Source: an optimization exercise on an open RTL-to-GDS flow (aim: small area). Production flows keep margins and buffers that such runs may drop.
In this exercise RTL edits were held to simulation tests only and were not proved equivalent to the original.

fjord:
Design top, start of the top module:
module top
(
    input        SYSCLK,
    input        RST_N,
    input        LEVER,
    output [6:0] SEG,
    output [2:0] AN
);
    reg  rst_n, rst_n_q1;
    always @(posedge SYSCLK or negedge RST_N)
        if (!RST_N) {rst_n, rst_n_q1} <= 2'b00;
        else        {rst_n, rst_n_q1} <= {rst_n_q1, 1'b1};
    reg  sig_q, sig_qq;
    reg  pulse;
    reg  busy;
    reg  [17:0] rng;
    wire [17:0] rng_inc = rng + 18'd1;
    reg  [17:0] v;
    reg         blink;
    reg         prev_match;  
    reg  [2:0]  digit;
    reg         win;         
    wire [2:0] s = rng[6:4];
    wire [5:0] sel = (s == 3'd1) ? v[11:6] :
                     (s == 3'd2) ? v[17:12] : v[5:0];
    wire [2:0] sym;
    reel reel_dec (.v_reel(sel), .symbol(sym));
    wire same = (digit == sym);
    wire low_eq  = (rng_inc[1:0] == v[1:0]);
    wire mid_eq  = (rng_inc[11:2] == v[11:2]);
    wire lock_end = low_eq & mid_eq & (rng_inc[12] == v[12]) & !pulse;
  ...
Size in the first run: ~48 flip-flops, ~2400 µm² of cells after synthesis.
clock: 10.0 ns
lec_check: 0
cap_margin: 20
core_margin: 2
core_utilization: 40
slew_margin: 20
run.sh (not shown) runs the stock make flow with config.mk's settings and CLKGATE_MAP_FILE= SYNTH_SCRIPT=/design/flow/synth_recipe.tcl, a recipe that flattens the netlist after the stock synthesis.
fjord: PASS, flow complete, no timing, DRC or antenna violations
> inputs changed (fjord -> zinc)
# fjord
export LEC_CHECK = 0
export CAP_MARGIN = 20
export CORE_MARGIN = 2
export CORE_UTILIZATION = 40
export SLEW_MARGIN = 20
create_clock -name core_clock -period 10.0 [get_ports {SYSCLK}]
# zinc
export LEC_CHECK = 0
export CAP_MARGIN = 20
export CORE_MARGIN = 2
export CORE_UTILIZATION = 65
export SLEW_MARGIN = 20
create_clock -name core_clock -period 10.0 [get_ports {SYSCLK}]
Die boundary height, fjord and zinc: larger value in fjord. Relative to fjord, the final cell area reported for zinc is lower. Against fjord, maximum frequency in zinc fell slightly. What zinc reported for tap cell count has to be multiplied by 1.6 to get the figure for fjord. Between zinc and fjord, it is zinc whose final cycle utilization of the critical path is higher, by 0.29 points. On via density per instance: between fjord and zinc, it ends up lower for fjord.
Setup changes, zinc to pepper
# zinc
export LEC_CHECK = 0
export CAP_MARGIN = 20
export CORE_MARGIN = 2
export CORE_UTILIZATION = 65
export SLEW_MARGIN = 20
create_clock -name core_clock -period 10.0 [get_ports {SYSCLK}]
# pepper
export LEC_CHECK = 0
export CAP_MARGIN = 20
export CORE_MARGIN = 2
export CORE_UTILIZATION = 40
export SLEW_MARGIN = 20
create_clock -name core_clock -period 10.0 [get_ports {SYSCLK}]
==> flow/flow/run.sh (new file) <==
#!/bin/bash
# Own layout flow: the standard synthesis, then the combinational logic
# between the registers is mapped again by ABC for area (the registers, their
# names and cell types are left exactly as the standard synthesis made them),
# then the standard layout steps with single-drive port buffers.
set -euo pipefail
W=$PWD
R=$W/orfs/results/$FLOW_PLATFORM/top/base
LIB=$FLOW_HOME/platforms/$FLOW_PLATFORM/lib/sky130_fd_sc_hd__tt_025C_1v80.lib

# 1. standard synthesis
bash standard.sh synth > $W/std_synth.log 2>&1
cp $R/1_2_yosys.v $W/std_netlist.v

# 2. area re-mapping of the combinational logic
sed -e "s#@LIB@#$LIB#g" -e "s#@ABC@#$W/flow/area.abc#g" \
    -e "s#@IN@#$W/std_netlist.v#g" -e "s#@OUT@#$W/remapped.v#g" \
    $W/flow/remap.ys > $W/remap_run.ys
yosys -q -s $W/remap_run.ys -l $W/remap.log > /dev/null
cp $W/remapped.v $R/1_2_yosys.v
bash standard.sh do-1_synth > $W/remap_synth_odb.log 2>&1

# 3. the rest of the standard layout
bash standard.sh "BUFFER_PORTS_ARGS=-buffer_cell sky130_fd_sc_hd__buf_1" \
    "CTS_ARGS=-sink_clustering_enable -repair_clock_nets -dont_use_dummy_load" finish > $W/layout.log 2>&1
==> flow/flow/area.abc (new file) <==
strash
&get -n
&st
&dch
&nf -R 1000
&st
&dch
&nf -R 1000
&st
&dch
&nf -R 1000
&put
topo
==> flow/flow/remap.ys (new file) <==
# Cell functions for the combinational cells; registers and tie cells stay
# black boxes, so their instances, names and cell types pass through untouched.
read_liberty -ignore_miss_func @LIB@
blackbox sky130_fd_sc_hd__df* sky130_fd_sc_hd__edf* sky130_fd_sc_hd__sdf* sky130_fd_sc_hd__dl* sky130_fd_sc_hd__conb_1
read_verilog @IN@
hierarchy -top top
flatten
hierarchy -top top
techmap
opt -purge
abc -liberty @LIB@ -dont_use sky130_fd_sc_hd__probe_p_8 -dont_use sky130_fd_sc_hd__probec_p_8 -dont_use sky130_fd_sc_hd__lpflow_* -script @ABC@
opt_clean -purge
insbuf -buf sky130_fd_sc_hd__buf_1 A X
rename -hide w:*.*
opt_clean -purge
stat -liberty @LIB@
write_verilog -noattr -noexpr -nohex -nodec @OUT@
==> flow/standard.sh (new file) <==
#!/bin/bash
# synth_recipe.tcl (not shown) runs the flow's synth.tcl, then flattens the netlist and writes it again
# the make line also repeats each setting of config.mk as NAME=value (left out here)
make -C /OpenROAD-flow-scripts/flow DESIGN_CONFIG=/design/flow/config.mk WORK_HOME=/design/flow/orfs CLKGATE_MAP_FILE= SYNTH_SCRIPT=/design/flow/synth_recipe.tcl "${@:-finish}"
removed: flow/run.sh
Results
The core utilization of pepper falls short of that of zinc by 27 points. Re reg-to-reg setup timing slack: zinc was higher than pepper. Going from zinc to pepper, wire length went down; first-iteration DRC count lower; number of post-CTS setup repair buffers barely changed; maximum frequency now sits higher. Going from zinc to pepper, the number of placement rows was found to have gone up by 4. Design area in pepper is about 13% below zinc.

-- re-timing with driven ports --
In the flow no input, the clock included, has a driving cell. The finished layouts below were timed again as built, in two steps.
Step 1 assumes that a clkbuf_16 drives the clock port and a buf_2 every other input.
Step 2 also shifts input and output timing later by t, the mid clock arrival at the registers, as if the neighbouring blocks saw the same clock.
Three values: ideal ports, drivers, drivers and shift; two values: the first two.
| run | t, ns | setup WS [ns] | worst setup path at the end | pins driven straight from the clock port |
|---|---|---|---|---|
| fjord | 0.319 | 6.187 / 6.160 / 6.479 | register to output | 1 |
| zinc | 0.327 | 6.158 / 6.127 / 6.454 | register to output | 1 |
| pepper | 0.321 | 6.457 / 6.431 / 6.752 | register to output | 1 |
After both steps every run listed still meets setup and hold.
